This design comes from an exercise in tuning for small area on the open sky130 flow, not from production work. RTL that was checked went through simulation tests only; none was proved equivalent to the original. For run 5, only the layout was checked, not whether the RTL still works. Power and IR drop assume default switching activity.

`flow/run.sh`:
```
#!/bin/bash
# synth_recipe.tcl (not shown) runs the flow's synth.tcl, then flattens the netlist and writes it again
# the make line also repeats each setting of config.mk as NAME=value (left out here)
make -C /OpenROAD-flow-scripts/flow DESIGN_CONFIG=/design/flow/config.mk WORK_HOME=/design/flow/orfs CLKGATE_MAP_FILE= SYNTH_SCRIPT=/design/flow/synth_recipe.tcl finish
```
`flow/config.mk`:
```
export PLATFORM = sky130hd
export DESIGN_NAME = top_module
export DESIGN_NICKNAME = top_module
export VERILOG_FILES = /design/flow/design.v
export SDC_FILE = /design/flow/constraint.sdc
export NUM_CORES = 4
export LEC_CHECK = 0
export ABC_AREA = 1
export CAP_MARGIN = 20
export CORE_MARGIN = 2
export CORE_UTILIZATION = 65
export CTS_CLUSTER_DIAMETER = 150
export CTS_CLUSTER_SIZE = 28
export PLACE_DENSITY = 0.75
export SLEW_MARGIN = 20
```
`flow/constraint.sdc`:
```
create_clock -name core_clock -period 90.0 [get_ports {clk}]
set_input_delay 18.0000 -clock core_clock [delete_from_list [all_inputs] [get_ports {clk}]]
set_output_delay 18.0000 -clock core_clock [all_outputs]
set_load 0.01 [all_outputs]
```
`flow/design.v`:
```
`timescale 1ns / 1ps
module bcd_seg(
    input[3:0] num,
    output reg[7:0] seg_out
);
always @(*)
begin
    case(num)
        4'h0: seg_out=8'b1100_0000;
        4'h1: seg_out=8'b1111_1001;
        4'h2: seg_out=8'b1010_0100;
        4'h3: seg_out=8'b1011_0000;
        4'h4: seg_out=8'b1001_1001;
        4'h5: seg_out=8'b1001_0010;
        4'h6: seg_out=8'b1000_0010;
        4'h7: seg_out=8'b1111_1000;
        4'h8: seg_out=8'b1000_0000;
        4'h9: seg_out=8'b1001_0000;
        4'ha: seg_out=8'b1000_1000;
        4'hb: seg_out=8'b1000_0011;
        4'hc: seg_out=8'b1100_0110;
        4'hd: seg_out=8'b1010_0001;
        4'he: seg_out=8'b1000_0110;
        4'hf: seg_out=8'b1000_1110;
        default: seg_out = 8'b1111_1111;
    endcase
end
endmodule
module button_jitter(
    input clk,
    input rst,
    input but_in,
    output but_edge
);
localparam [16:0] P = 17'h12492;
reg r0, r1, o, e0, e1;
reg [16:0] s;
wire z = ~|s[15:0];
wire hit = z & ~s[16];
always @(posedge clk) begin
    if (rst) begin
        r0 <= 1'b0;
        r1 <= 1'b0;
        s <= P;
        o <= 1'b0;
        e0 <= 1'b0;
        e1 <= 1'b0;
    end else begin
        r0 <= but_in;
        r1 <= r0;
        s <= (r0 ^ r1) ? P : {s[15:0], s[16] ^ s[13] ^ z};
        if (hit) o <= r0;
        e0 <= o;
        e1 <= e0;
    end
end
assign but_edge = e0 & ~e1;
endmodule
module key_scanner(
    input clk,
    input rst,
    input [3:0] row,
    output reg [3:0] col,
    output [15:0] key_edge
);
localparam [16:0] P = 17'h12492;  
reg [5:0] kp;
reg f0;           
reg [15:0] d;     
reg [15:0] D;     
reg [15:0] pend;  
reg [7:0] c01;    
reg [16:0] g;
reg [16:0] s [0:15];
wire p3 = kp == 6'd3;
wire p20 = kp == 6'd20;
wire win0 = kp >= 6'd2 && kp <= 6'd18;    
wire win = kp >= 6'd4 && kp <= 6'd20;     
always @(*) begin
    if (kp >= 6'd1 && kp <= 6'd8) col = 4'b0111;
    else if (kp >= 6'd9 && kp <= 6'd16) col = 4'b1011;
    else if (kp >= 6'd17 && kp <= 6'd24) col = 4'b1101;
    else if (kp >= 6'd25 && kp <= 6'd32) col = 4'b1110;
    else col = 4'b1111;
end
wire [15:0] chg = d ^ D;
wire [15:0] rise = d & ~D;
wire [15:0] changed = {c01, chg[7:0]};
reg [15:0] coin;
reg [15:0] raw_edge;
reg [15:0] zl;
integer i;
always @(*) begin
    for (i = 0; i < 16; i = i + 1) begin
        zl[i] = ~|s[i][15:0];
        coin[i] = zl[i] & ~s[i][16];
        raw_edge[i] = (p3 & rise[i] & coin[i]) | (p20 & pend[i]);
    end
end
always @(posedge clk) begin
    if (rst) begin
        kp <= 6'd0;
        f0 <= 1'b1;
        d <= 16'd0;
        D <= 16'd0;
    end else begin
        kp <= (kp == 6'd40) ? 6'd0 : kp + 6'd1;
        if (kp == 6'd40) f0 <= 1'b0;
        if (kp == 6'd8) begin d[15:12] <= ~row; D[15:12] <= d[15:12]; end
        if (kp == 6'd16) begin d[11:8] <= ~row; D[11:8] <= d[11:8]; end
        if (kp == 6'd24) begin d[7:4] <= ~row; D[7:4] <= d[7:4]; end
        if (kp == 6'd32) begin d[3:0] <= ~row; D[3:0] <= d[3:0]; end
    end
end
always @(posedge clk) begin
    if (p3) begin
        pend <= rise & ~coin;
        c01 <= chg[15:8];
    end
end
wire gfb = g[16] ^ g[13] ^ ~|g[15:0];
always @(posedge clk) begin
    if ((f0 && kp == 6'd1) || (!f0 && p3))
        g <= P;
    else
        g <= {g[15:0], gfb};
end
always @(posedge clk) begin
    for (i = 0; i < 16; i = i + 1)
        s[i] <= {s[i][15:0], ((f0 && win0) || (!f0 && win && changed[i])) ? gfb : s[i][16] ^ s[i][13] ^ zl[i]};
end
assign key_edge[13] = raw_edge[15];
assign key_edge[12] = raw_edge[14];
assign key_edge[11] = raw_edge[13];
assign key_edge[10] = raw_edge[12];
assign key_edge[14] = raw_edge[11];
assign key_edge[9]  = raw_edge[10];
assign key_edge[6]  = raw_edge[9];
assign key_edge[3]  = raw_edge[8];
assign key_edge[0]  = raw_edge[7];
assign key_edge[8]  = raw_edge[6];
assign key_edge[5]  = raw_edge[5];
assign key_edge[2]  = raw_edge[4];
assign key_edge[15] = raw_edge[3];
assign key_edge[7]  = raw_edge[2];
assign key_edge[4]  = raw_edge[1];
assign key_edge[1]  = raw_edge[0];
endmodule
module music_table(
    input [8:0] s,
    output reg hit,
    output reg [4:0] lim
);
always @(*) begin
    hit = 1'b1;
    lim = 5'd18;
    case (s)
        9'h010: lim = 5'd19;
        9'h012: lim = 5'd15;
        9'h013: lim = 5'd29;
        9'h014: lim = 5'd15;
        9'h016: lim = 5'd21;
        9'h018: lim = 5'd5;
        9'h01c: lim = 5'd18;
        9'h020: lim = 5'd19;
        9'h022: lim = 5'd15;
        9'h023: lim = 5'd29;
        9'h024: lim = 5'd15;
        9'h026: lim = 5'd21;
        9'h028: lim = 5'd5;
        9'h02c: lim = 5'd18;
        9'h030: lim = 5'd19;
        9'h032: lim = 5'd15;
        9'h033: lim = 5'd29;
        9'h034: lim = 5'd15;
        9'h036: lim = 5'd21;
        9'h038: lim = 5'd5;
        9'h03c: lim = 5'd15;
        9'h03e: lim = 5'd2;
        9'h040: lim = 5'd17;
        9'h042: lim = 5'd15;
        9'h044: lim = 5'd2;
        9'h046: lim = 5'd29;
        9'h048: lim = 5'd5;
        9'h04c: lim = 5'd18;
        9'h050: lim = 5'd19;
        9'h052: lim = 5'd15;
        9'h053: lim = 5'd29;
        9'h054: lim = 5'd15;
        9'h056: lim = 5'd21;
        9'h058: lim = 5'd5;
        9'h05c: lim = 5'd18;
        9'h060: lim = 5'd19;
        9'h062: lim = 5'd15;
        9'h063: lim = 5'd29;
        9'h064: lim = 5'd15;
        9'h066: lim = 5'd21;
        9'h068: lim = 5'd5;
        9'h06c: lim = 5'd18;
        9'h070: lim = 5'd19;
        9'h072: lim = 5'd15;
        9'h073: lim = 5'd29;
        9'h074: lim = 5'd15;
        9'h076: lim = 5'd21;
        9'h078: lim = 5'd5;
        9'h080: lim = 5'd18;
        9'h08c: lim = 5'd19;
        9'h08e: lim = 5'd22;
        9'h090: lim = 5'd29;
        9'h094: lim = 5'd15;
        9'h098: lim = 5'd19;
        9'h09b: lim = 5'd18;
        9'h09c: lim = 5'd19;
        9'h09e: lim = 5'd22;
        9'h0a0: lim = 5'd29;
        9'h0a4: lim = 5'd15;
        9'h0a8: lim = 5'd19;
        9'h0ab: lim = 5'd18;
        9'h0ac: lim = 5'd19;
        9'h0ae: lim = 5'd22;
        9'h0b0: lim = 5'd29;
        9'h0b4: lim = 5'd15;
        9'h0b8: lim = 5'd21;
        9'h0ba: lim = 5'd15;
        9'h0bc: lim = 5'd29;
        9'h0be: lim = 5'd15;
        9'h0c0: lim = 5'd29;
        9'h0c2: lim = 5'd15;
        9'h0c4: lim = 5'd29;
        9'h0c6: lim = 5'd15;
        9'h0c8: lim = 5'd19;
        9'h0cb: lim = 5'd18;
        9'h0cc: lim = 5'd19;
        9'h0ce: lim = 5'd22;
        9'h0d0: lim = 5'd29;
        9'h0d4: lim = 5'd15;
        9'h0d8: lim = 5'd19;
        9'h0db: lim = 5'd18;
        9'h0dc: lim = 5'd19;
        9'h0de: lim = 5'd22;
        9'h0e0: lim = 5'd29;
        9'h0e4: lim = 5'd15;
        9'h0e8: lim = 5'd26;
        9'h0ec: lim = 5'd22;
        9'h0ee: lim = 5'd24;
        9'h0f0: lim = 5'd19;
        9'h0f8: lim = 5'd18;
        default: hit = 1'b0;
    endcase
end
endmodule
module top_module(
    input clk,
    input rst,
    input[23:0] sw,
    input[4:0] bt,
    input[3:0] row,
    output[3:0] col,
    output reg[7:0] seg_out,
    output reg[7:0] seg_en,
    output reg[23:0] led,
    output reg buzzer
);
wire [15:0] ke;
key_scanner ks(clk, rst, row, col, ke);
wire right_e, left_e, up_e, down_e;
button_jitter b0(clk, rst, bt[0], right_e);
button_jitter b1(clk, rst, bt[1], left_e);
button_jitter b2(clk, rst, bt[2], up_e);
button_jitter b4(clk, rst, bt[4], down_e);
reg [4:0] glo;
reg [5:0] ghi;
always @(posedge clk) begin
    if (rst) begin
        glo <= 5'd0;
        ghi <= 6'd0;
    end else begin
        glo <= glo + 5'd1;
        if (&glo) ghi <= (ghi == 6'd9) ? 6'd0 : {ghi[4:0], ~(ghi[5] ^ ghi[4])};
    end
end
wire seg_tick = glo == 5'd24;
wire ms_edge = glo[3:0] == 4'd9;
wire ms100_edge = (ghi == 6'd48) && (glo == 5'd25);
reg [2:0] view;
wire v0 = view == 3'd0;
wire v1 = view == 3'd1;
wire v2 = view == 3'd2;
wire v3 = view == 3'd3;
wire v4 = view == 3'd4;
reg [2:0] winner;
always @(posedge clk) begin
    if (rst || (v1 && ke[15]) || (v2 && ke[15]))
        view <= 3'd0;
    else if ((v0 && ke[15]) || (v3 && ke[12]) || (v4 && ke[13]))
        view <= 3'd1;
    else if (v1 && winner != 3'd0)
        view <= 3'd2;
    else if (v1 && ke[12])
        view <= 3'd3;
    else if (v1 && ke[13])
        view <= 3'd4;
end
reg [2:0] sst;           
reg schg;                
reg cursor;              
reg pc2, pc0;            
reg [3:0] qc;            
reg [3:0] at_t, at_o;    
reg [3:0] ws_t, ws_o;    
reg [3:0] ss, fs;        
wire [2:0] pc = {pc2, ~pc2, pc0};
reg dig_ok;              
reg [3:0] dig;
reg d19_ok;              
reg [3:0] dig19;
integer k;
always @(*) begin
    dig_ok = 1'b0;
    dig = 4'd0;
    for (k = 0; k < 10; k = k + 1)
        if (ke[9:0] == (10'd1 << k)) begin
            dig_ok = 1'b1;
            dig = k;
        end
    d19_ok = 1'b0;
    dig19 = 4'd0;
    for (k = 1; k < 10; k = k + 1)
        if (ke[9:1] == (9'd1 << (k - 1))) begin
            d19_ok = 1'b1;
            dig19 = k;
        end
end
wire any_dig = |ke[9:0];
wire at_max = at_t == 4'd9 && at_o == 4'd9;
wire at_min = at_t == 4'd0 && at_o <= 4'd1;
wire ws_max = ws_t == 4'd9 && ws_o == 4'd9;
wire ws_min = ws_t == 4'd0 && ws_o <= 4'd1;
always @(posedge clk) begin
    if (rst) begin
        sst <= 3'd0;
        schg <= 1'b0;
    end else if (v0) begin
        schg <= left_e | right_e;
        if (left_e)
            sst <= (sst == 3'd0) ? 3'd6 : sst - 3'd1;
        else if (right_e)
            sst <= (sst == 3'd6) ? 3'd0 : sst + 3'd1;
    end
end
always @(posedge clk) begin
    if (rst) begin
        pc2 <= 1'b0;
        pc0 <= 1'b0;
        qc <= 4'd5;
        at_t <= 4'd1;
        at_o <= 4'd0;
        ws_t <= 4'd0;
        ws_o <= 4'd3;
        ss <= 4'd1;
        fs <= 4'd1;
        cursor <= 1'b1;
    end else if (v0) begin
        if (schg) cursor <= 1'b1;
        case (sst)
            3'd1: begin
                if (up_e && !pc2) begin
                    pc2 <= pc0;
                    pc0 <= ~pc0;
                end else if (down_e && (pc2 || pc0)) begin
                    pc2 <= 1'b0;
                    pc0 <= pc2;
                end else begin
                    case (ke[4:2])
                        3'b100: begin pc2 <= 1'b1; pc0 <= 1'b0; end
                        3'b010: begin pc2 <= 1'b0; pc0 <= 1'b1; end
                        3'b001: begin pc2 <= 1'b0; pc0 <= 1'b0; end
                        default: ;
                    endcase
                end
            end
            3'd2: begin
                if (up_e && qc < 4'd9) qc <= qc + 4'd1;
                else if (down_e && qc > 4'd1) qc <= qc - 4'd1;
                else if (d19_ok) qc <= dig19;
            end
            3'd3: begin
                if (up_e && !at_max) begin
                    if (at_o == 4'd9) begin
                        at_o <= 4'd0;
                        at_t <= at_t + 4'd1;
                    end else
                        at_o <= at_o + 4'd1;
                end else if (down_e && !at_min) begin
                    if (at_o == 4'd0) begin
                        at_o <= 4'd9;
                        at_t <= at_t - 4'd1;
                    end else
                        at_o <= at_o - 4'd1;
                end else begin
                    if (dig_ok) begin
                        if (cursor) at_t <= dig;
                        else at_o <= dig;
                    end
                    if (any_dig) cursor <= ~cursor;
                end
            end
            3'd4: begin
                if (up_e && !ws_max) begin
                    if (ws_o == 4'd9) begin
                        ws_o <= 4'd0;
                        ws_t <= ws_t + 4'd1;
                    end else
                        ws_o <= ws_o + 4'd1;
                end else if (down_e && !ws_min) begin
                    if (ws_o == 4'd0) begin
                        ws_o <= 4'd9;
                        ws_t <= ws_t - 4'd1;
                    end else
                        ws_o <= ws_o - 4'd1;
                end else begin
                    if (dig_ok) begin
                        if (cursor) ws_t <= dig;
                        else ws_o <= dig;
                    end
                    if (any_dig) cursor <= ~cursor;
                end
            end
            3'd5: begin
                if (up_e && ss < 4'd9) ss <= ss + 4'd1;
                else if (down_e && ss > 4'd1) ss <= ss - 4'd1;
                else if (d19_ok) ss <= dig19;
            end
            3'd6: begin
                if (up_e && fs < 4'd9) fs <= fs + 4'd1;
                else if (down_e && fs > 4'd1) fs <= fs - 4'd1;
                else if (d19_ok) fs <= dig19;
            end
            default: ;
        endcase
    end
end
wire crst = rst || v0;
reg [3:0] pcnt;          
reg [1:0] cst;           
reg [2:0] sel;           
reg [3:0] sc_t [1:4];    
reg [3:0] sc_o [1:4];
reg [3:0] qres [1:9];    
reg [3:0] cms;           
reg clock_end;
reg [3:0] tr_t, tr_o;    
reg [9:0] tr_ms;         
wire c_ms_rise = cms == 4'd7;
wire [7:0] s1 = {sc_t[1], sc_o[1]};
wire [7:0] s2 = {sc_t[2], sc_o[2]};
wire [7:0] s3 = {sc_t[3], sc_o[3]};
wire [7:0] s4 = {sc_t[4], sc_o[4]};
wire [7:0] wsb = {ws_t, ws_o};
wire [1:0] wk = glo[1:0];
reg [7:0] wk_s, rb_s;
reg [1:0] rb, best_r;
reg [2:0] fr, first_r;
always @(*) begin
    case (wk)
        2'd0: wk_s = s1;
        2'd1: wk_s = s2;
        2'd2: wk_s = s3;
        default: wk_s = s4;
    endcase
    case (rb)
        2'd0: rb_s = s1;
        2'd1: rb_s = s2;
        2'd2: rb_s = s3;
        default: rb_s = s4;
    endcase
end
wire wk_best = wk == 2'd0 || wk_s > rb_s;
wire wk_reach = wk_s >= wsb;
wire [1:0] rb_n = wk_best ? wk : rb;
wire [2:0] fr_n = (wk != 2'd0 && fr != 3'd0) ? fr : (wk_reach ? {1'b0, wk} + 3'd1 : 3'd0);
always @(posedge clk) begin
    rb <= rb_n;
    fr <= fr_n;
    if (wk == 2'd3) begin
        best_r <= rb_n;
        first_r <= fr_n;
    end
end
wire [2:0] best = {1'b0, best_r} + 3'd1;
reg [3:0] cur_t, cur_o;
always @(*) begin
    case (sel)
        3'd1: begin cur_t = sc_t[1]; cur_o = sc_o[1]; end
        3'd2: begin cur_t = sc_t[2]; cur_o = sc_o[2]; end
        3'd3: begin cur_t = sc_t[3]; cur_o = sc_o[3]; end
        default: begin cur_t = sc_t[4]; cur_o = sc_o[4]; end
    endcase
end
wire [4:0] add_o = cur_o + ss;
wire add_c = add_o >= 5'd10;
wire [3:0] up_t = cur_t + {3'd0, add_c};
wire [3:0] up_o = add_c ? add_o - 5'd10 : add_o[3:0];
wire sub_b = cur_o < fs;
wire sub_zero = cur_t == 4'd0 && sub_b;
wire [3:0] dn_t = sub_zero ? 4'd0 : cur_t - {3'd0, sub_b};
wire [3:0] dn_o = sub_zero ? 4'd0 : (sub_b ? cur_o + 4'd10 - fs : cur_o - fs);
wire [2:0] grade = {ke[10], ke[11], ke[0]};
wire g_ok = grade == 3'b100 || grade == 3'b010 || grade == 3'b001;
wire [1:0] gcode = grade == 3'b100 ? 2'd1 : grade == 3'b010 ? 2'd2 : 2'd3;
integer j;
always @(posedge clk) begin
    if (crst) begin
        pcnt <= 4'd0;
        cst <= 2'd0;
        sel <= 3'd0;
        winner <= 3'd0;
        for (j = 1; j <= 4; j = j + 1) begin
            sc_t[j] <= 4'd0;
            sc_o[j] <= 4'd0;
        end
    end else if (v1) begin
        case (cst)
            2'd0: begin
                if (ke[14]) begin
                    if (pcnt == qc)
                        winner <= best;
                    else if (first_r != 3'd0)
                        winner <= first_r;
                    else begin
                        pcnt <= pcnt + 4'd1;
                        cst <= 2'd1;
                        sel <= 3'd0;
                    end
                end
            end
            2'd1: begin
                if (clock_end) begin
                    sel <= 3'd0;
                    cst <= 2'd2;
                end
                case (ke[4:1])
                    4'b1000: if (pc2) begin sel <= 3'd4; cst <= 2'd2; end
                    4'b0100: if (pc2 || pc0) begin sel <= 3'd3; cst <= 2'd2; end
                    4'b0010: begin sel <= 3'd2; cst <= 2'd2; end
                    4'b0001: begin sel <= 3'd1; cst <= 2'd2; end
                    default: ;
                endcase
            end
            2'd2: begin
                if (g_ok) begin
                    cst <= 2'd0;
                    if (sel >= 3'd1 && sel <= 3'd4) begin
                        if (grade == 3'b100) begin
                            sc_t[sel] <= up_t;
                            sc_o[sel] <= up_o;
                        end else if (grade == 3'b010) begin
                            sc_t[sel] <= dn_t;
                            sc_o[sel] <= dn_o;
                        end
                    end
                end
            end
            default: ;
        endcase
    end
end
wire q_we = v1 && cst == 2'd2 && g_ok && sel != 3'd0 && sel <= 3'd4;
always @(posedge clk) begin
    for (j = 1; j <= 9; j = j + 1)
        if (crst)
            qres[j] <= 4'd0;
        else if (q_we && pcnt == j)
            qres[j] <= {sel[1:0] - 2'd1, gcode};
end
always @(posedge clk) begin
    if (crst)
        cms <= 4'd0;
    else
        cms <= cms + 4'd1;
end
wire tr_zero = tr_t == 4'd0 && tr_o == 4'd0 && tr_ms == 10'd0;
wire tr_ten = tr_t == 4'd0 && tr_o == 4'd0 && tr_ms == 10'd455;   
always @(posedge clk) begin
    if (crst) begin
        tr_t <= 4'd0;
        tr_o <= 4'd0;
        tr_ms <= 10'd0;
        clock_end <= 1'b0;
    end else if (c_ms_rise) begin
        if (!v1 || cst != 2'd1) begin
            tr_t <= 4'd0;
            tr_o <= 4'd0;
            tr_ms <= 10'd0;
            clock_end <= 1'b0;
        end else if (tr_zero) begin
            tr_t <= at_t;
            tr_o <= at_o;
            tr_ms <= 10'd0;
            clock_end <= 1'b0;
        end else if (tr_ten) begin
            clock_end <= 1'b1;
        end else begin
            if (tr_ms == 10'd0) begin
                tr_ms <= 10'd8;   
                if (tr_o == 4'd0) begin
                    tr_o <= 4'd9;
                    tr_t <= tr_t - 4'd1;
                end else
                    tr_o <= tr_o - 4'd1;
            end else
                tr_ms <= {tr_ms[8:0], ~(tr_ms[9] ^ tr_ms[6])};
        end
    end
end
reg [1:0] lst;
reg setp;
always @(posedge clk) begin
    if (rst) begin
        setp <= 1'b0;
        lst <= 2'd0;
    end else begin
        if (setp) setp <= 1'b0;
        if (v1) begin
            if ((lst == 2'd0 && cst == 2'd1) || (lst == 2'd1 && cst == 2'd2))
                setp <= 1'b1;
            lst <= cst;
        end
    end
end
reg [8:0] acnt;
reg aplay;
always @(posedge clk) begin
    if (rst) begin
        acnt <= 9'd0;
        aplay <= 1'b0;
    end else if (setp) begin
        acnt <= 9'd0;
        aplay <= 1'b1;
    end else if (aplay && ms_edge) begin
        if (acnt == 9'd336) begin   
            acnt <= 9'd0;
            aplay <= 1'b0;
        end else
            acnt <= {acnt[7:0], ~(acnt[8] ^ acnt[4])};
    end
end
reg [4:0] abc;
reg abon, abre, abz;
always @(posedge clk) begin
    if (rst) begin
        abc <= 5'd0;
        abon <= 1'b0;
        abre <= 1'b0;
        abz <= 1'b0;
    end else begin
        if (abc == (abon ? 5'd15 : 5'd18)) begin   
            abc <= 5'd0;
            abre <= 1'b1;
            if (abon) abz <= ~abz;
        end else
            abc <= {abc[3:0], ~(abc[4] ^ abc[2])};
        if (abre) begin
            abre <= 1'b0;
            abon <= aplay;
        end
    end
end
reg mrst;
always @(posedge clk) mrst <= rst || !v2;
reg [2:0] wst;
reg [2:0] pos;
reg [3:0] mpass;
wire w_show = wst != 3'd0 && wst <= pc;
always @(posedge clk) begin
    if (rst || !v2) begin
        wst <= 3'd0;
        pos <= 3'd0;
        mpass <= 4'd0;
    end else begin
        if (wst == 3'd0) begin
            wst <= 3'd1;
            pos <= 3'd0;
        end else if (wst == pc && pos == 3'd5) begin
            wst <= 3'd7;
            pos <= 3'd0;
        end else if (pos == 3'd5) begin
            wst <= wst + 3'd1;
            pos <= 3'd0;
        end
        if (w_show) begin
            if (mpass == 4'd10) begin
                pos <= pos + 3'd1;
                mpass <= 4'd0;
            end else if (ms100_edge)
                mpass <= mpass + 4'd1;
        end
    end
end
reg [3:0] mq;
reg [8:0] mcnt;           
reg [8:0] slices;
reg play_end;
always @(posedge clk) begin
    if (mrst) begin
        mq <= 4'd0;
        mcnt <= 9'd0;
        slices <= 9'd0;
        play_end <= 1'b0;
    end else begin
        mq <= mq + 4'd1;
        if (!play_end && mq == 4'd9) begin
            if (mcnt == 9'd468) begin   
                mcnt <= 9'd0;
                if (slices == 9'h110)
                    play_end <= 1'b1;
                else
                    slices <= slices + 9'd1;
            end else
                mcnt <= {mcnt[7:0], ~(mcnt[8] ^ mcnt[4])};
        end
    end
end
wire mt_hit;
wire [4:0] mt_lim;
music_table mt(slices, mt_hit, mt_lim);
reg [4:0] mlim;          
always @(posedge clk) begin
    if (mrst || play_end)
        mlim <= 5'd18;
    else if (mt_hit)
        mlim <= mt_lim;
end
reg [4:0] mbc, mblim;
reg mbre, mbz;
always @(posedge clk) begin
    if (mrst) begin
        mbc <= 5'd0;
        mblim <= 5'd18;
        mbre <= 1'b0;
        mbz <= 1'b0;
    end else begin
        if (mbc == mblim) begin
            mbc <= 5'd0;
            mbre <= 1'b1;
            if (mblim != 5'd18) mbz <= ~mbz;
        end else
            mbc <= {mbc[3:0], ~(mbc[4] ^ mbc[2])};
        if (mbre) begin
            mbre <= 1'b0;
            mblim <= mlim;
        end
    end
end
reg [2:0] ist;
always @(posedge clk) begin
    if (rst || !v3)
        ist <= 3'd0;
    else begin
        if (ist == 3'd0) ist <= 3'd1;
        if (left_e)
            ist <= (ist == 3'd1) ? pc : ist - 3'd1;
        else if (right_e)
            ist <= (ist == pc) ? 3'd1 : ist + 3'd1;
    end
end
reg [3:0] qst;
always @(posedge clk) begin
    if (rst || !v4)
        qst <= 4'd0;
    else begin
        if (qst == 4'd0) qst <= 4'd1;
        if (left_e)
            qst <= (qst == 4'd1) ? pcnt : qst - 4'd1;
        else if (right_e)
            qst <= (qst == pcnt) ? 4'd1 : qst + 4'd1;
    end
end
reg [3:0] vp;
reg [7:0] seg;
reg [2:0] ltv;           
reg [2:0] pidx;
always @(*) begin
    case (view)
        3'd1: pidx = sel;
        3'd2: pidx = w_show ? wst : winner;
        default: pidx = ist;
    endcase
end
reg [3:0] sh_t, sh_o;
always @(*) begin
    case (pidx)
        3'd1: begin sh_t = sc_t[1]; sh_o = sc_o[1]; end
        3'd2: begin sh_t = sc_t[2]; sh_o = sc_o[2]; end
        3'd3: begin sh_t = sc_t[3]; sh_o = sc_o[3]; end
        3'd4: begin sh_t = sc_t[4]; sh_o = sc_o[4]; end
        default: begin sh_t = 4'd0; sh_o = 4'd0; end
    endcase
end
reg [3:0] qe;
always @(*) begin
    case (qst)
        4'd1: qe = qres[1];
        4'd2: qe = qres[2];
        4'd3: qe = qres[3];
        4'd4: qe = qres[4];
        4'd5: qe = qres[5];
        4'd6: qe = qres[6];
        4'd7: qe = qres[7];
        4'd8: qe = qres[8];
        4'd9: qe = qres[9];
        default: qe = 4'd0;
    endcase
end
reg blank, sp_p, sp_q;
reg [3:0] nib;
wire [2:0] dp = vp[2:0];
always @(*) begin
    blank = 1'b1;
    sp_p = 1'b0;
    sp_q = 1'b0;
    nib = 4'd0;
    case (view)
        3'd0: begin
            case (dp)
                3'd0: begin blank = 1'b0; nib = 4'd5; end
                3'd1: begin blank = 1'b0; nib = {1'b0, sst}; end
                3'd6: begin
                    if (sst == 3'd3) begin blank = 1'b0; nib = at_t; end
                    else if (sst == 3'd4) begin blank = 1'b0; nib = ws_t; end
                end
                3'd7: begin
                    case (sst)
                        3'd1: begin blank = 1'b0; nib = {1'b0, pc}; end
                        3'd2: begin blank = 1'b0; nib = qc; end
                        3'd3: begin blank = 1'b0; nib = at_o; end
                        3'd4: begin blank = 1'b0; nib = ws_o; end
                        3'd5: begin blank = 1'b0; nib = ss; end
                        3'd6: begin blank = 1'b0; nib = fs; end
                        default: ;
                    endcase
                end
                default: ;
            endcase
        end
        3'd1: begin
            case (dp)
                3'd0: begin blank = 1'b0; nib = 4'd12; end
                3'd1: begin blank = 1'b0; nib = pcnt; end
                3'd2: begin blank = 1'b0; nib = {2'b10, cst} + 4'd2; end
                3'd4: begin
                    if (cst == 2'd0) begin
                        if (pcnt != 4'd0 && sel <= 3'd4) begin blank = 1'b0; nib = {1'b0, sel}; end
                    end else if (cst == 2'd2) begin
                        blank = 1'b0; nib = {1'b0, sel};
                    end
                end
                3'd6: begin
                    if (cst == 2'd0) begin
                        if (pcnt != 4'd0 && sel != 3'd0 && sel <= 3'd4) begin blank = 1'b0; nib = sh_t; end
                    end else if (cst == 2'd1) begin
                        blank = 1'b0; nib = tr_t;
                    end
                end
                3'd7: begin
                    if (cst == 2'd0) begin
                        if (pcnt != 4'd0 && sel != 3'd0 && sel <= 3'd4) begin blank = 1'b0; nib = sh_o; end
                    end else if (cst == 2'd1) begin
                        blank = 1'b0; nib = tr_o;
                    end
                end
                default: ;
            endcase
        end
        3'd2: begin
            if (w_show) begin
                if (pos <= 3'd4) begin
                    if (dp == pos) begin blank = 1'b0; nib = {1'b0, wst}; end
                    else if (dp == pos + 3'd2) begin blank = 1'b0; nib = sh_t; end
                    else if (dp == pos + 3'd3) begin blank = 1'b0; nib = sh_o; end
                end
            end else if (wst != 3'd0) begin
                if (dp == 3'd4) begin blank = 1'b0; nib = {1'b0, winner}; end
                else if (dp == 3'd6) begin blank = 1'b0; nib = sh_t; end
                else if (dp == 3'd7) begin blank = 1'b0; nib = sh_o; end
            end
        end
        3'd3: begin
            case (dp)
                3'd0: begin blank = 1'b0; nib = 4'd1; end
                3'd1: begin blank = 1'b0; sp_p = 1'b1; end
                3'd4: begin blank = 1'b0; nib = {1'b0, ist}; end
                3'd6: begin blank = 1'b0; nib = sh_t; end
                3'd7: begin blank = 1'b0; nib = sh_o; end
                default: ;
            endcase
        end
        3'd4: begin
            case (dp)
                3'd0: begin blank = 1'b0; nib = 4'd1; end
                3'd1: begin blank = 1'b0; sp_q = 1'b1; end
                3'd2: begin blank = 1'b0; nib = qst; end
                3'd4, 3'd5, 3'd6, 3'd7: begin
                    if (qe[1:0] != 2'd0 && dp == 3'd7 - {1'b0, qe[3:2]}) begin
                        blank = 1'b0;
                        nib = (qe[1:0] == 2'd1) ? 4'd10 : (qe[1:0] == 2'd2) ? 4'd11 : 4'd0;
                    end
                end
                default: ;
            endcase
        end
        default: ;
    endcase
end
wire [7:0] nib_seg;
bcd_seg dec(nib, nib_seg);
wire [7:0] digit = blank ? 8'hFF : sp_p ? 8'b1000_1100 : sp_q ? 8'b1001_1000 : nib_seg;
always @(posedge clk) begin
    if (rst) begin
        vp <= 4'd9;
        seg <= 8'hFF;
        ltv <= 3'd0;
    end else if (seg_tick) begin
        vp <= (vp >= 4'd8) ? 4'd0 : vp + 4'd1;
        seg <= (vp <= 4'd7) ? digit : 8'hFF;
        ltv <= view;
    end
end
always @(*) begin
    case (vp)
        4'd1: seg_en = 8'b0111_1111;
        4'd2: seg_en = 8'b1011_1111;
        4'd3: seg_en = 8'b1101_1111;
        4'd4: seg_en = 8'b1110_1111;
        4'd5: seg_en = 8'b1111_0111;
        4'd6: seg_en = 8'b1111_1011;
        4'd7: seg_en = 8'b1111_1101;
        4'd8: seg_en = 8'b1111_1110;
        default: seg_en = 8'b1111_1111;
    endcase
    seg_out = (view == ltv && view <= 3'd4) ? seg : 8'hFF;
    led = v2 ? {12'd0, 3'd0, slices} : 24'd0;
    buzzer = v1 ? abz : v2 ? mbz : 1'b0;
end
endmodule
```
==> results of run 1 <==
-- worst max-delay path, delay by kind of cell, from the launching register on --
| family | cells | cell delay, ns |
|---|---|---|
| buf+inv | 3 | 0.81 |
| compound gates | 1 | 0.76 |
| simple gates | 3 | 0.64 |
| flops | 1 | 0.39 |
-- power breakdown --
part | total, uW | switching, uW | internal (uW) | leakage, uW
clock | 154 | 93.8 | 60.3 | 0.000380
sequential | 425 | 37.1 | 388 | 0.00604
combinational | 45.7 | 26.7 | 19.0 | 0.00760
total | 625 | 158 | 467 | 0.0140
-- sequential cells by signal, indices dropped and copies added (netlist names), 6 cells and up, named ones only --
name / cells
qres: 36
slices: 9
acnt: 9
b2.s: 17
ks.d: 16
b4.s: 17
ks.g: 17
mcnt: 9
seg: 7
ghi: 6
sc_t: 16
b0.s: 17
ks.kp: 6
ks.pend: 16
ks.s: 272
ks.c01: 8
seg_en: 8
tr_ms: 10
b1.s: 17
ks.D: 16
sc_o: 16
-- metal layers --
layer / up-vias / share of wire, %
met3: 130 / 6.2
met1: 12300 / 45
met4: 2 / 2.4
met5: - / 0.024
li1: 12900 / -
met2: 839 / 46
-- cells by family (layout without fill, tap and decap cells) --
| logic type | Yosys count | in the layout |
|---|---|---|
| adder cells (fa/ha/maj) | 142 | 142 |
| multiplexers | 3 | 3 |
| buffers and inverters | 651 | 660 |
| AND/OR/NAND/NOR | 1532 | 1532 |
| AO/OA/AOI/OAI | 798 | 798 |
| other | 2 | 16 |
| XOR/XNOR | 70 | 70 |
| flip-flops | 709 | 709 |
-- final cells by class --
| class | count | share of cell area (%) |
|---|---|---|
| tap | 615 | 2.33 |
| inverter | 570 | 6.49 |
| multi-input combinational | 2561 | 42.6 |
| timing repair buffer | 49 | 1.39 |
| sequential | 709 | 44.8 |
| clock inverter | 1 | 0.0606 |
| clock buffer | 40 | 2.32 |
-- placed cells by master (no fill, tap or decap), drive strengths merged, types with 20 or more instances in the layout --
master           n
xnor2           20
edfxtp          61
nor2           535
nand4           49
nand2          592
inv            562
o22ai           42
clkdlybuf4s50   37
dfxtp          648
xor2            50
nor4            48
clkbuf          40
a21oi          276
nand3          182
o21ai          274
or2             47
nor3            66
ha             138
a31oi           24
a211oi          33
o211ai          28
-- how the worst min path moves through the flow --
stage                               to  slack (ns)  depth (start not counted)
after floorplan           ks.s[15][11]        0.32                          0
after global placement     ks.s[15][8]        0.33                          0
after detailed placement  ks.s[15][11]        0.33                          0
after CTS                 ks.s[15][11]        0.35                          0
after global routing       ks.s[11][2]        0.36                          0
final                      ks.s[4][11]        0.34                          0
-- metrics by stage --
step / utilization, % / power (uW)
finish: 69.3 / 625
detailed placement: 67.7 / 476
global placement: 67.6 / 468
floorplan: - / 453
CTS: 69.3 / 628
global route: 69.3 / 651
==> results.cfg, run 1 <==
[status]
status = timing/DRC/antenna clean

[setup_path]
slowest_delay_ns = 0.76
endpoint_kind = output port
r2r_cells = 21
cp-start-kind = register
worstPathCellList = nor2_1, inv_1, nor2_1, inv_1, a2111oi_2, nand2_1, clkdlybuf4s50_1
cp-startpoint = view[0]
setup.worst_path.class = reg -> out
critPathSlowestCell = a2111oi_2
r2r-start = sel[0]
reg2reg_to = sc_t[4][3]
arrival_ns = 3.23
cp.required_ns = 72.00
crit_path_end = seg_out[5]
ff2ff_setup_slack_ns = 84.59
cp_max_fo = 7

[logic_synthesis]
synth_top_area_share_pct = 41.4
synth_xor_area_share_pct = 1.96
synth-warning-count = 7
synth_simple_gate_area_share_pct = 21.6
synth_edf_count = 61
async_flop_share_pct = 0
synth_mux_area_share_pct = 0.104
syn_area_per_cell_um2 = 8.03
synth-compound-area-share_pct = 15.2
ys_types = 75
synth_ff_type = dfxtp_1
synth_fa_ha_area_share_pct = 5.76
ys_ff_latch = 709
synth_top_family_by_area = simple AND/OR/NAND/NOR gates
synth_seq_area_share_pct = 47.2
synth_cells = 3907
yosysTopAreaCell = dfxtp_1
yosysMostFrequentCell = dfxtp_1
synthTopCellsByCount = dfxtp_1 (648), nand2_1 (574), inv_1 (524)
synth_area_leaders = dfxtp_1 (41%), nand2_1 (6.9%), inv_1 (6.3%), nor2_1 (6.2%), edfxtp_1 (5.8%)
syn_area_um2 = 31400

[timing]
fin_hold_ws_ns = 0.343
finalSetupViolCount = 0
fin_tns_setup_ns = 0
rsz0062_at_grt = false
slew_headroom_pct = 26.7
skew_ns = 0.0267
fmax_mhz = 47.1
hold_viol_final = 0
fin_ws_ns = 68.77
finalCriticalPeriod_ns = 21.23
period_share_pct = 23.6
worst_slew_pin_slew_ns = 1.09
slew_violations = 0

[finish]
finalInstanceArea_um2 = 33000
regArea_um2 = 14800
final-instance-count-excl-fill = 4545
drive_gt1_share_pct = 5.17
antenna_cells = 0
nets = 4097
fillerInstances = 3880
area_growth_pct = 5.32
multiInputGateArea_um2 = 14100

[floorplanning]
fp.dieH_um = 224
ios = 80
die_area_um2 = 50000
fp-row-count = 80
core_um2 = 47600
initial_core_util_pct = 65.8
chipWidth_um = 224

[detailed_routing]
drt_wl_total_um = 75900
drc = 0
routedWlPerCell_um = 16.7
routed_via_density = 5.76
antenna_left = 0
dr_total_vias = 26200
drt_pre_antenna_iters = 8
first_iter_violations = 2485

[grt]
gr-usage-met3_pct = 3.03
grt_pass1_wl_um = 123000
antenna_found_initial = 1
grt_pass1_vias = 25000
grt_overflow = 0
grt_usage_pct = 29.7
grt-busiest-layer = met2
met1_usage_pct = 40.9
gr-usage-met2_pct = 50.3
grt_max_degree = 67

[placed_design]
numPlacedInstances = 4504
gp_congestion = 0.933
portBuffers = 38
dp_slack_ns = 69.45
dp_hpwl_um = 56400
placed_area_um2 = 32200

[clocking]
clock-sinks = 709
cts.path.max_buffers = 3
clock_latency_ns = 0.62
cts_setup_buffers = 0
root_buffer = clkbuf_16
path_clk_slew_ns = 0.12
cts_resized = 0
cts_hold_buf = 0
numCtsBuffers = 29
htreeDepth = 1
cts_tree = built

[hold_path]
worstHoldPathType = reg -> reg
hp-start = ks.s[4][10]

[pwr]
cellLeakagePower_uw = 0.0140
p_per_area_nw_per_um2 = 18.9
irDropWorstVdd_v = 0.0000247

[flow_run]
cap_violations = 0
==> run 2, diff against run 1 <==
--- a/flow/config.mk
+++ b/flow/config.mk
@@ -9,7 +9,7 @@
 export CAP_MARGIN = 20
 export CORE_MARGIN = 2
 export CORE_UTILIZATION = 65
-export CTS_CLUSTER_DIAMETER = 150
+export CTS_CLUSTER_DIAMETER = 100
 export CTS_CLUSTER_SIZE = 28
 export PLACE_DENSITY = 0.75
 export SLEW_MARGIN = 20
==> results.cfg, run 2 <==
[logic_synthesis]
ys_ff_latch = 709
async_flop_share_pct = 0
synth_top_area_share_pct = 41.4
ys_types = 75
synth-warning-count = 7
synth_fa_ha_area_share_pct = 5.76
synth_edf_count = 61
synth-compound-area-share_pct = 15.2
yosysTopAreaCell = dfxtp_1
syn_area_um2 = 31400
synth_area_leaders = dfxtp_1 (41%), nand2_1 (6.9%), inv_1 (6.3%), nor2_1 (6.2%), edfxtp_1 (5.8%)
synth_top_family_by_area = simple AND/OR/NAND/NOR gates
synth_cells = 3907
yosysMostFrequentCell = dfxtp_1
synth_seq_area_share_pct = 47.2
synth_mux_area_share_pct = 0.104
synth_simple_gate_area_share_pct = 21.6
synth_xor_area_share_pct = 1.96
synth_ff_type = dfxtp_1
synthTopCellsByCount = dfxtp_1 (648), nand2_1 (574), inv_1 (524)
syn_area_per_cell_um2 = 8.03

[detailed_routing]
drt_pre_antenna_iters = 6
drt_wl_total_um = 76100
first_iter_violations = 2427
routedWlPerCell_um = 16.7
highest_layer = met5
dr_total_vias = 26300
dr_wl_met2_um = 35300
antenna_left = 0
wl_met3_um = 4920
wl_met1_um = 34100
routed_via_density = 5.79
drc = 0

[setup_path]
setup.worst_path.class = reg -> out
slowest_delay_ns = 0.75
endpoint_kind = output port
cp_top_family = buffers and inverters
worstPathCellList = nor2_1, inv_1, nor2_1, inv_1, a2111oi_2, nand2_1, clkdlybuf4s50_1
cp-start-kind = register
arrival_ns = 3.22
critPathSlowestCell = a2111oi_2
cp_num_buf_inv = 3
cp_max_fo = 7
cp.required_ns = 72.00

[placed_design]
gp_congestion = 0.933
portBuffers = 38
dp_hpwl_um = 56400
numPlacedInstances = 4504

[timing]
finalSetupViolCount = 0
slew_headroom_pct = 28.1
rsz0062_at_grt = false
fin_tns_setup_ns = 0
fin_hold_ws_ns = 0.337
skew_ns = 0.0312
hold_viol_final = 0
finalCriticalPeriod_ns = 21.22
slew_violations = 0
worst_slew_pin_slew_ns = 1.07
fmax_mhz = 47.1
period_share_pct = 23.6

[clocking]
root_buffer = clkbuf_16
path_clk_slew_ns = 0.11
cts.path.max_buffers = 3
clock-sinks = 709
cts_tree = built
numCtsBuffers = 30
clock_latency_ns = 0.63
cts_setup_buffers = 0
cts_resized = 0
htreeDepth = 1
cts_hold_buf = 0

[floorplanning]
fp-row-count = 80
initial_core_util_pct = 65.8
core_um2 = 47600
fp.dieH_um = 224
ios = 80
die_area_um2 = 50000
chipWidth_um = 224

[grt]
grt_overflow = 0
grt_pass1_vias = 25100
antenna_found_initial = 1
grt_usage_pct = 29.7
grt_pass1_wl_um = 123000
grt_max_degree = 67

[finish]
final_util_pct = 69.5
antenna_cells = 0
layout_common_cells = dfxtp_1 (648), nand2_1 (574), inv_1 (523)
area_growth_pct = 5.56
top_register = ks.s
reg.largest.list = ks.s (272), qres (36)
drive_gt1_share_pct = 5.29
layout_commonest_cell = dfxtp_1
final-instance-count-excl-fill = 4548
largest_reg_flops = 272
nets = 4098

[pwr]
p_total_uw = 631
irDropWorstVdd_v = 0.0000321
cellLeakagePower_uw = 0.0141
p_per_area_nw_per_um2 = 19.1

[status]
status = timing/DRC/antenna clean

[hold_path]
worstHoldPathType = reg -> reg

[flow_run]
cap_violations = 0
[run 2: changes by cell type in the layout (fill, tap and decap cells not counted), sizes merged]
cell / delta
inv: +3
[run 2: cell type report]
class	instances	area, um^2
multi-input cells	2561	14100
clock buffers	40	810
repair buffers	49	458
well taps	615	769
inverters	570	2140
fillers	3859	14500
flip-flops and latches	709	14800
clock inverters	4	55.1
[run 2: path summary, 6_finish.rpt]
kind / slack, ns / depth (start not counted) / start / endpoint
setup / recovery: 68.78 / 7 / view[0] / seg_out[5]
hold / removal: 0.34 / 0 / ks.s[15][10] / ks.s[15][11]
setup reg to reg: 84.64 / 21 / sel[0] / sc_t[4][3]
hold reg to reg: 0.34 / 0 / ks.s[15][10] / ks.s[15][11]
[run 2: cell families after synthesis]
logic type | Yosys count
other | 2
AOI/OAI and AO/OA | 798
buffers and inverters | 651
adders and majority gates | 142
xor gates and xnor gates | 70
muxes | 3
DFF | 709
and+or+nand+nor | 1532
[run 2: metal layers]
| layer | track usage (%) | vias up |
|---|---|---|
| met5 | 0 | - |
| met4 | 7.72 | 2 |
| met3 | 2.94 | 138 |
| met2 | 50.3 | 893 |
| met1 | 41.0 | 12400 |
| li1 | - | 12900 |
[run 2: through the flow]
step | worst slack (ns) | area [um^2]
3_3_place_gp | 69.24 | 32200
3_5_place_dp | 69.45 | 32200
4_1_cts | 68.78 | 33100
5_1_grt | 68.46 | 33100
2_1_floorplan | 69.93 | 31400
6_report | 68.78 | 33100
[run 2: where the power goes]
group / switching, uW / total (uW) / internal, uW / leakage [uW]
Sequential: 37.1 / 425 / 388 / 0.00604
Combinational: 26.6 / 45.6 / 19.0 / 0.00760
Clock: 96.3 / 161 / 64.7 / 0.000419
==> run 3, diff against run 2 <==
==> flow/flow/run.sh (new file) <==
#!/bin/bash
# The standard layout (the standard.sh: its synthesis, floorplan, placement,
# CTS and routing), except that the port buffers use the smallest buffer cell
# instead of the one buffer_ports picks. Each tool's output is in orfs/logs/;
# standard.sh's own output goes to standard.log.
set -e
export BUFFER_PORTS_ARGS="-buffer_cell sky130_fd_sc_hd__buf_1"
bash standard.sh > standard.log 2>&1
==> flow/standard.sh (new file) <==
#!/bin/bash
# synth_recipe.tcl (not shown) runs the flow's synth.tcl, then flattens the netlist and writes it again
# the make line also repeats each setting of config.mk as NAME=value (left out here)
make -C /OpenROAD-flow-scripts/flow DESIGN_CONFIG=/design/flow/config.mk WORK_HOME=/design/flow/orfs CLKGATE_MAP_FILE= SYNTH_SCRIPT=/design/flow/synth_recipe.tcl "${@:-finish}"
removed: flow/run.sh
==> results.cfg, run 3 <==
[grt]
grt_pass1_wl_um = 121000
grt_overflow = 0
grt_usage_pct = 29.1
grt_pass1_vias = 24600
grt_max_degree = 63
antenna_found_initial = 0

[placed_design]
dp_hpwl_um = 55500
placed_area_um2 = 32000
dp_slack_ns = 69.38
portBuffers = 38
gp_congestion = 0.970

[clocking]
path_clk_slew_ns = 0.10
cts_setup_buffers = 0
root_buffer = clkbuf_16
clock_latency_ns = 0.63
htreeDepth = 1
cts.path.max_buffers = 3
clock-sinks = 709
cts_tree = built
cts_hold_buf = 0
numCtsBuffers = 31
cts_resized = 0

[setup_path]
endpoint_kind = output port
arrival_ns = 2.72
setup.worst_path.class = reg -> out
cp_max_fo = 7
cp.required_ns = 72.00
cp-start-kind = register

[timing]
period_share_pct = 23.0
hold_viol_final = 0
slew_headroom_pct = 35.0
skew_ns = 0.0194
finalSetupViolCount = 0
worst_slew_pin_slew_ns = 0.973
fmax_mhz = 48.3
rsz0062_at_grt = false
slew_violations = 0
fin_ws_ns = 69.28
finalCriticalPeriod_ns = 20.72
fin_tns_setup_ns = 0

[logic_synthesis]
synth_simple_gate_area_share_pct = 21.6
yosysTopAreaCell = dfxtp_1
synth_area_leaders = dfxtp_1 (41%), nand2_1 (6.9%), inv_1 (6.3%), nor2_1 (6.2%), edfxtp_1 (5.8%)
syn_area_per_cell_um2 = 8.03
syn_area_um2 = 31400
synth_seq_area_share_pct = 47.2
synth_top_family_by_area = simple AND/OR/NAND/NOR gates
synth_ff_type = dfxtp_1
synth_fa_ha_area_share_pct = 5.76
synth_xor_area_share_pct = 1.96
ys_ff_latch = 709
synth_edf_count = 61
ys_types = 75
yosysMostFrequentCell = dfxtp_1
synth-compound-area-share_pct = 15.2
synth-warning-count = 7
async_flop_share_pct = 0
synthTopCellsByCount = dfxtp_1 (648), nand2_1 (574), inv_1 (524)
synth_top_area_share_pct = 41.4
synth_mux_area_share_pct = 0.104
synth_cells = 3907

[floorplanning]
ios = 80
die_area_um2 = 50000
fp.dieH_um = 224
chipWidth_um = 224
core_um2 = 47600
fp-row-count = 80
initial_core_util_pct = 65.8

[finish]
area_growth_pct = 4.90
nets = 4098
layout_common_cells = dfxtp_1 (648), nand2_1 (574), inv_1 (523)
final_util_pct = 69.0
top_register = ks.s
multiInputGateArea_um2 = 14100
fillerInstances = 3822
antenna_cells = 0
regArea_um2 = 14800
layout_commonest_cell = dfxtp_1
largest_reg_flops = 272
finalInstanceArea_um2 = 32900
drive_gt1_share_pct = 5.31
reg.largest.list = ks.s (272), qres (36)

[pwr]
internal_power_uw = 472
switching_share_pct = 25.5
clkPwrFrac_pct = 25.8
p_total_uw = 633
p_switching_uw = 161
p_per_area_nw_per_um2 = 19.2
seqPwrFrac_pct = 67.0
irDropWorstVdd_v = 0.0000246
cellLeakagePower_uw = 0.0140
power_frac_comb_pct = 7.1

[detailed_routing]
drt_wl_total_um = 74200
drc = 0
routedWlPerCell_um = 16.3
antenna_left = 0
first_iter_violations = 2272
dr_total_vias = 26100
routed_via_density = 5.75
drt_pre_antenna_iters = 6

[flow_run]
cap_violations = 0

[status]
status = timing/DRC/antenna clean

[hold_path]
worstHoldPathType = reg -> reg
run 3: layer usage:
layer | vias to the layer above | wire length, um | global-route usage (%)
met2 | 844 | 34100 | 48.0
met1 | 12200 | 33000 | 40.1
met4 | 0 | 2070 | 8.77
met3 | 142 | 5010 | 3.55
met5 | - | 0 | 0
li1 | 12900 | - | -
run 3: critical path, cell delays in order, from the launching register on:
cell       delay (ns)
dfxtp_1          0.39
nor2_1           0.12
inv_1            0.08
nor2_1           0.37
inv_1            0.19
a2111oi_2        0.70
nand2_1          0.11
buf_1            0.16
run 3: worst paths after layout:
path | to | start | slack [ns] | cells past startpoint
worst max-delay path | seg_out[5] | view[0] | 69.28 | 7
worst min-delay path | ks.s[1][5] | ks.s[1][4] | 0.34 | 0
worst max register to register | sc_t[1][3] | sel[0] | 84.70 | 21
worst min register to register | ks.s[1][5] | ks.s[1][4] | 0.34 | 0
run 3: power by group through the flow:
stage | logic (uW) | clock network, uW | registers, uW
after detailed placement | 44.4 | 0 | 431
after global placement | 42.6 | 0 | 425
after global routing | 51.0 | 178 | 433
after floorplan | 35.1 | 0 | 418
final | 44.9 | 164 | 424
after CTS | 45.0 | 167 | 425
run 3: cell families (layout without fill, tap and decap cells):
| kind of cell | count (synthesis) | in the layout |
|---|---|---|
| and+or+nand+nor | 1532 | 1532 |
| AOI/OAI and AO/OA | 798 | 798 |
| DFF | 709 | 709 |
| buffers and inverters | 651 | 663 |
| adders and majority gates | 142 | 142 |
| xor gates and xnor gates | 70 | 70 |
| muxes | 3 | 3 |
| other | 2 | 16 |
run 3: through the flow:
stage	cells	hold WS (ns)
6_report	4548	0.344
2_1_floorplan	3921	0.323
3_3_place_gp	4503	0.331
3_5_place_dp	4503	0.330
4_1_cts	4548	0.348
5_1_grt	4548	0.353
run 3: cell type report:
| type | instances | share of cell area (%) |
|---|---|---|
| Clock inverter | 6 | 0.274 |
| Sequential cell | 709 | 45.0 |
| Tap cell | 615 | 2.34 |
| Clock buffer | 39 | 2.45 |
| Multi-Input combinational cell | 2561 | 42.7 |
| Inverter | 570 | 6.52 |
| Timing Repair Buffer | 48 | 0.666 |
==> run 4, diff against run 3 <==
==> flow/flow/run.sh (replaced) <==
#!/bin/bash
# The standard layout (the standard.sh: its synthesis, floorplan, placement,
# CTS and routing), except that the port buffers use the smallest buffer cell
# instead of the one buffer_ports picks, and CTS inserts no dummy loads. Each
# tool's output is in orfs/logs/; standard.sh's own output goes to standard.log.
set -e
export BUFFER_PORTS_ARGS="-buffer_cell sky130_fd_sc_hd__buf_1"
export CTS_ARGS="-sink_clustering_enable -repair_clock_nets -sink_clustering_size 28 -sink_clustering_max_diameter 100 -dont_use_dummy_load"
bash standard.sh > standard.log 2>&1
==> results.cfg, run 4 <==
[status]
status = timing/DRC/antenna clean

[finish]
area_growth_pct = 4.52
fillerInstances = 3838
nets = 4098
layout_commonest_cell = dfxtp_1
drive_gt1_share_pct = 5.18
reg.largest.list = ks.s (272), qres (36)
layout_common_cells = dfxtp_1 (648), nand2_1 (574), inv_1 (523)
top_register = ks.s
largest_reg_flops = 272
antenna_cells = 0

[pwr]
power_frac_comb_pct = 7.2
clkPwrFrac_pct = 24.6
cellLeakagePower_uw = 0.0139
p_switching_uw = 155
p_per_area_nw_per_um2 = 19.0
irDropWorstVdd_v = 0.0000212
switching_share_pct = 24.9
internal_power_uw = 468
seqPwrFrac_pct = 68.2

[clocking]
cts_tree = built
clock_latency_ns = 0.63
cts_hold_buf = 0
root_buffer = clkbuf_16
path_clk_slew_ns = 0.10
numCtsBuffers = 31
cts.path.max_buffers = 3
cts_resized = 0
cts_setup_buffers = 0
htreeDepth = 1
clock-sinks = 709

[detailed_routing]
antenna_left = 0
wl_met3_um = 4650
highest_layer = met4
routed_via_density = 5.75
drt_wl_total_um = 74000
first_iter_violations = 2170
routedWlPerCell_um = 16.3
dr_total_vias = 26100
drc = 0
wl_met1_um = 33300
drt_pre_antenna_iters = 6
dr_wl_met2_um = 33900

[floorplanning]
initial_core_util_pct = 65.8
die_area_um2 = 50000
core_um2 = 47600
ios = 80
fp-row-count = 80
fp.dieH_um = 224
chipWidth_um = 224

[grt]
grt_pass1_vias = 24600
antenna_found_initial = 0
grt_overflow = 0
grt_max_degree = 63
grt_usage_pct = 29.0
grt_pass1_wl_um = 120000

[setup_path]
critPathSlowestCell = a2111oi_2
ff2ff_setup_slack_ns = 84.72
cp_top_family = compound AO/OA/AOI/OAI gates
cp-start-kind = register
cp_num_buf_inv = 3
arrival_ns = 2.70
worstPathCellList = nor2_1, inv_1, nor2_1, inv_1, a2111oi_2, nand2_1, buf_1
cp_max_fo = 7
r2r-start = sel[0]
cp.required_ns = 72.00
endpoint_kind = output port
r2r_cells = 21
reg2reg_to = sc_t[1][3]
slowest_delay_ns = 0.69
setup.worst_path.class = reg -> out

[placed_design]
dp_slack_ns = 69.38
gp_congestion = 0.970
portBuffers = 38
dp_hpwl_um = 55500

[timing]
period_share_pct = 23.0
slew_headroom_pct = 38.4
rsz0062_at_grt = false
fmax_mhz = 48.3
skew_ns = 0.0528
worst_slew_pin_slew_ns = 0.922
finalSetupViolCount = 0
hold_viol_final = 0
fin_tns_setup_ns = 0
fin_ws_ns = 69.30
slew_violations = 0
finalCriticalPeriod_ns = 20.70

[logic_synthesis]
synth_simple_gate_area_share_pct = 21.6
synth_cells = 3907
syn_area_per_cell_um2 = 8.03
ys_ff_latch = 709
synth_xor_area_share_pct = 1.96
yosysMostFrequentCell = dfxtp_1
synth_edf_count = 61
yosysTopAreaCell = dfxtp_1
ys_types = 75
synth_seq_area_share_pct = 47.2
synth_area_leaders = dfxtp_1 (41%), nand2_1 (6.9%), inv_1 (6.3%), nor2_1 (6.2%), edfxtp_1 (5.8%)
synth-warning-count = 7
syn_area_um2 = 31400
synth_top_area_share_pct = 41.4
synthTopCellsByCount = dfxtp_1 (648), nand2_1 (574), inv_1 (524)
synth_top_family_by_area = simple AND/OR/NAND/NOR gates
synth_mux_area_share_pct = 0.104
synth-compound-area-share_pct = 15.2
synth_fa_ha_area_share_pct = 5.76
synth_ff_type = dfxtp_1
async_flop_share_pct = 0

[hold_path]
min_path_cells = 0
hp-start = ks.s[1][4]
worstHoldPathType = reg -> reg
hold_end = ks.s[1][5]

[flow_run]
cap_violations = 0
==> run 4: power groups by stage <==
| stage | logic [uW] | clock network [uW] | registers (uW) |
|---|---|---|---|
| 6_report | 45.0 | 153 | 424 |
| 5_1_grt | 50.9 | 167 | 433 |
| 4_1_cts | 45.0 | 156 | 425 |
| 3_5_place_dp | 44.4 | 0 | 431 |
| 3_3_place_gp | 42.6 | 0 | 425 |
| 2_1_floorplan | 35.1 | 0 | 418 |
==> run 4: kinds of logic (layout without fill, tap and decap cells) <==
kind of cell | after synthesis | in the layout
xor gates and xnor gates | 70 | 70
DFF | 709 | 709
AOI/OAI and AO/OA | 798 | 798
muxes | 3 | 3
and+or+nand+nor | 1532 | 1532
other | 2 | 16
buffers and inverters | 651 | 649
adders and majority gates | 142 | 142
==> run 4: metrics by stage <==
stage / util [%] / cell area [um^2] / power [uW] / instances / hold slack [ns]
2_1_floorplan: - / 31400 / 453 / 3921 / 0.323
5_1_grt: 68.8 / 32800 / 651 / 4534 / 0.311
3_3_place_gp: 67.1 / 32000 / 468 / 4503 / 0.331
3_5_place_dp: 67.2 / 32000 / 475 / 4503 / 0.330
6_report: 68.8 / 32800 / 623 / 4534 / 0.302
4_1_cts: 68.8 / 32800 / 626 / 4534 / 0.307
==> run 4: per-layer routing <==
metal	vias up	GRT usage, %
li1	12900	-
met1	12200	40.1
met2	802	47.9
met3	142	3.24
met4	0	8.84
met5	-	0
==> run 4: area by class of cell <==
type	instances	area [um^2]	area share, %
well taps	615	769	2.35
flip-flops and latches	709	14800	45.2
clock buffers	31	776	2.37
repair buffers	48	219	0.668
inverters	570	2140	6.54
multi-input cells	2561	14100	42.9
==> run 4: worst max-delay path by stage <==
stage,from,endpoint,slack (ns),depth (start not counted)
2_1_floorplan,view[0],seg_out[0],69.93,6
3_5_place_dp,rst,setp,69.38,5
3_3_place_gp,rst,setp,69.09,5
6_report,view[0],seg_out[5],69.30,7
4_1_cts,view[0],seg_out[5],69.31,7
5_1_grt,view[0],seg_out[5],69.13,7
==> run 5, diff against run 4 <==
--- a/flow/design.v
+++ b/flow/design.v
@@ -33,26 +33,25 @@
     output but_edge
 );
 localparam [16:0] P = 17'h12492;
-reg r0, r1, o, e0, e1;
+reg r0, c, o, e0, e1;    
 reg [16:0] s;
 wire z = ~|s[15:0];
 wire hit = z & ~s[16];
 always @(posedge clk) begin
     if (rst) begin
         r0 <= 1'b0;
-        r1 <= 1'b0;
-        s <= P;
+        c <= 1'b0;
         o <= 1'b0;
         e0 <= 1'b0;
         e1 <= 1'b0;
     end else begin
         r0 <= but_in;
-        r1 <= r0;
-        s <= (r0 ^ r1) ? P : {s[15:0], s[16] ^ s[13] ^ z};
+        c <= but_in ^ r0;
         if (hit) o <= r0;
         e0 <= o;
         e1 <= e0;
     end
+    s <= (rst || c) ? P : {s[15:0], s[16] ^ s[13] ^ z};
 end
 assign but_edge = e0 & ~e1;
 endmodule
==> results.cfg, run 5 <==
[status]
status = timing/DRC/antenna clean

[timing]
fin_tns_setup_ns = 0
fin_hold_ws_ns = 0.349
finalCriticalPeriod_ns = 20.55
period_share_pct = 22.8
rsz0062_at_grt = false
finalSetupViolCount = 0
hold_viol_final = 0
slew_headroom_pct = 27.1
skew_ns = 0.0439
slew_violations = 0
fmax_mhz = 48.7
worst_slew_pin_slew_ns = 1.08

[setup_path]
cp-start-kind = register
cp.required_ns = 72.00
r2r_cells = 21
endpoint_kind = output port
setup.worst_path.class = reg -> out
cp_max_fo = 9
arrival_ns = 2.55

[logic_synthesis]
yosysMostFrequentCell = dfxtp_1
synth-warning-count = 7
ys_ff_latch = 709
synth_top_area_share_pct = 41.2
synth_area_leaders = dfxtp_1 (41%), nand2_1 (7.1%), nor2_1 (6.3%), inv_1 (6.2%), edfxtp_1 (5.8%)
yosysTopAreaCell = dfxtp_1
synthTopCellsByCount = dfxtp_1 (648), nand2_1 (596), nor2_1 (525)
synth_seq_area_share_pct = 47.0
synth_simple_gate_area_share_pct = 21.7
synth-compound-area-share_pct = 15.2
synth_cells = 3924
synth_xor_area_share_pct = 2.09
async_flop_share_pct = 0
synth_fa_ha_area_share_pct = 5.74
synth_top_family_by_area = simple AND/OR/NAND/NOR gates
synth_ff_type = dfxtp_1
syn_area_per_cell_um2 = 8.03
syn_area_um2 = 31500
synth_edf_count = 61
ys_types = 81
synth_mux_area_share_pct = 0.0715

[clocking]
cts_hold_buf = 0
clock-sinks = 709
numCtsBuffers = 30
cts_resized = 0
cts_setup_buffers = 0
path_clk_slew_ns = 0.10
cts.path.max_buffers = 3
htreeDepth = 1
clock_latency_ns = 0.64
root_buffer = clkbuf_16
cts_tree = built

[grt]
grt_usage_pct = 30.4
antenna_found_initial = 0
grt_pass1_wl_um = 126000
grt_overflow = 0
grt_max_degree = 66
grt_pass1_vias = 25400

[floorplanning]
chipWidth_um = 224
fp.dieH_um = 224
ios = 80
die_area_um2 = 50200
fp-row-count = 80
core_um2 = 47700
initial_core_util_pct = 66.0

[detailed_routing]
antenna_left = 0
drt_wl_total_um = 77500
drc = 0
drt_pre_antenna_iters = 5
dr_total_vias = 26300
routedWlPerCell_um = 17.1
routed_via_density = 5.80
first_iter_violations = 2243

[placed_design]
dp_hpwl_um = 57600
gp_congestion = 0.962
portBuffers = 38
placed_area_um2 = 32100

[flow_run]
cap_violations = 0

[finish]
reg.largest.list = ks.s (272), qres (36)
multiInputGateArea_um2 = 14200
top_register = ks.s
layout_common_cells = dfxtp_1 (648), nand2_1 (596), nor2_1 (524)
layout_commonest_cell = dfxtp_1
regArea_um2 = 14800
finalInstanceArea_um2 = 32900
antenna_cells = 0
drive_gt1_share_pct = 4.99
nets = 4109
area_growth_pct = 4.31
fillerInstances = 3896
largest_reg_flops = 272

[hold_path]
min_path_cells = 0
worstHoldPathType = reg -> reg

[pwr]
irDropWorstVdd_v = 0.0000250
cellLeakagePower_uw = 0.0140
p_total_uw = 624
p_per_area_nw_per_um2 = 19.0
## run 5: changes by cell type after synthesis, moves of 6 or more
cell      previous run  this run
nor2_1             514       525
clkbuf_1            39        49
nand2_1            574       596
nand2_2             15         8
xnor2_1             20        31
inv_1              524       518
nand3_1            175       161
nor3_1              57        51
a21oi_1            272       280
xor2_1              50        44
## run 5: per-layer routing
metal  global-route usage (%)  part of all wire (%)
met1                     41.6                    44
met2                     50.7                    46
met3                     3.02                   6.5
met4                     9.78                   3.2
met5                        0                     0
## run 5: cell families (layout without fill, tap and decap cells)
family | Yosys count | count (layout)
simple gates | 1541 | 1541
compound gates | 800 | 800
flops | 709 | 709
xor+xnor | 75 | 75
fa+ha+maj | 142 | 142
other cells | 2 | 16
mux | 2 | 2
buf+inv | 653 | 645
## run 5: final cells by class
cell class,count,share of cell area [%]
clock buffers,30,2.28
inverters,566,6.49
multi-input cells,2576,43.1
flip-flops and latches,709,45.1
well taps,615,2.34
repair buffers,49,0.689
## run 5: power by group
group / total, uW / internal (uW) / switching [uW] / leakage (uW)
combinational: 45.9 / 18.6 / 27.3 / 0.00754
clock: 153 / 59.6 / 93.5 / 0.000370
sequential: 425 / 388 / 36.9 / 0.00604
## run 5: critical path, stage by stage, from the launching register on
cell and delay (ns):
dfxtp_1 0.43, inv_1 0.13, ha_1 0.26, nand2_1 0.25, inv_1 0.20, a31oi_1 0.21
inv_1 0.07, or2_2 0.27, buf_1 0.13
## run 5: final timing paths
check	from	end	slack, ns
setup / recovery	ks.kp[0]	col[1]	69.45
hold / removal	ks.s[15][9]	ks.s[15][10]	0.35
setup reg to reg	sel[0]	sc_t[1][3]	84.55
hold reg to reg	ks.s[15][9]	ks.s[15][10]	0.35
## run 5: per-stage QoR
step	utilization (%)	setup WS [ns]	instances
3_5_place_dp	67.2	69.14	4515
3_3_place_gp	67.2	69.28	4515
4_1_cts	68.8	69.43	4545
5_1_grt	68.8	69.28	4545
2_1_floorplan	-	70.00	3938
6_report	68.8	69.45	4545

==> separate check: timing with driven ports <==
How much do the figures lean on ideal ports? The routed layouts below were timed once more, with nothing changed but the port constraints. Step 1 assumes that a clkbuf_16 drives the clock port and a buf_2 every other input. Step 2 also shifts input and output timing later by t, the mid clock arrival at the registers, as if the neighbouring blocks saw the same clock. Three values: ideal, step 1, step 2; two values: the first two.
| run | shift t [ns] | setup slack, ns | hold slack, ns | worst setup path at the end | slew at the worst register clock pin (ns) |
|---|---|---|---|---|---|
| run 1 | 0.669 | 68.766 / 68.705 / 69.374 | 0.343 / 0.343 / 0.343 | register to output | 0.12 / 0.12 |
| run 2 | 0.679 | 68.777 / 68.712 / 69.391 | 0.337 / 0.337 / 0.337 | register to output | 0.11 / 0.11 |
| run 3 | 0.676 | 69.277 / 69.216 / 69.337 | 0.344 / 0.344 / 0.344 | input to register | 0.11 / 0.11 |
| run 4 | 0.665 | 69.302 / 69.240 / 69.378 | 0.302 / 0.302 / 0.302 | input to register | 0.11 / 0.11 |
| run 5 | 0.672 | 69.454 / 69.398 / 69.087 | 0.349 / 0.349 / 0.349 | input to register | 0.11 / 0.11 |
After both steps setup and hold are still met in every run listed. For run 5, which loses most, drivers alone change the setup slack by -0.056 ns; drivers and shift together by -0.367 ns.
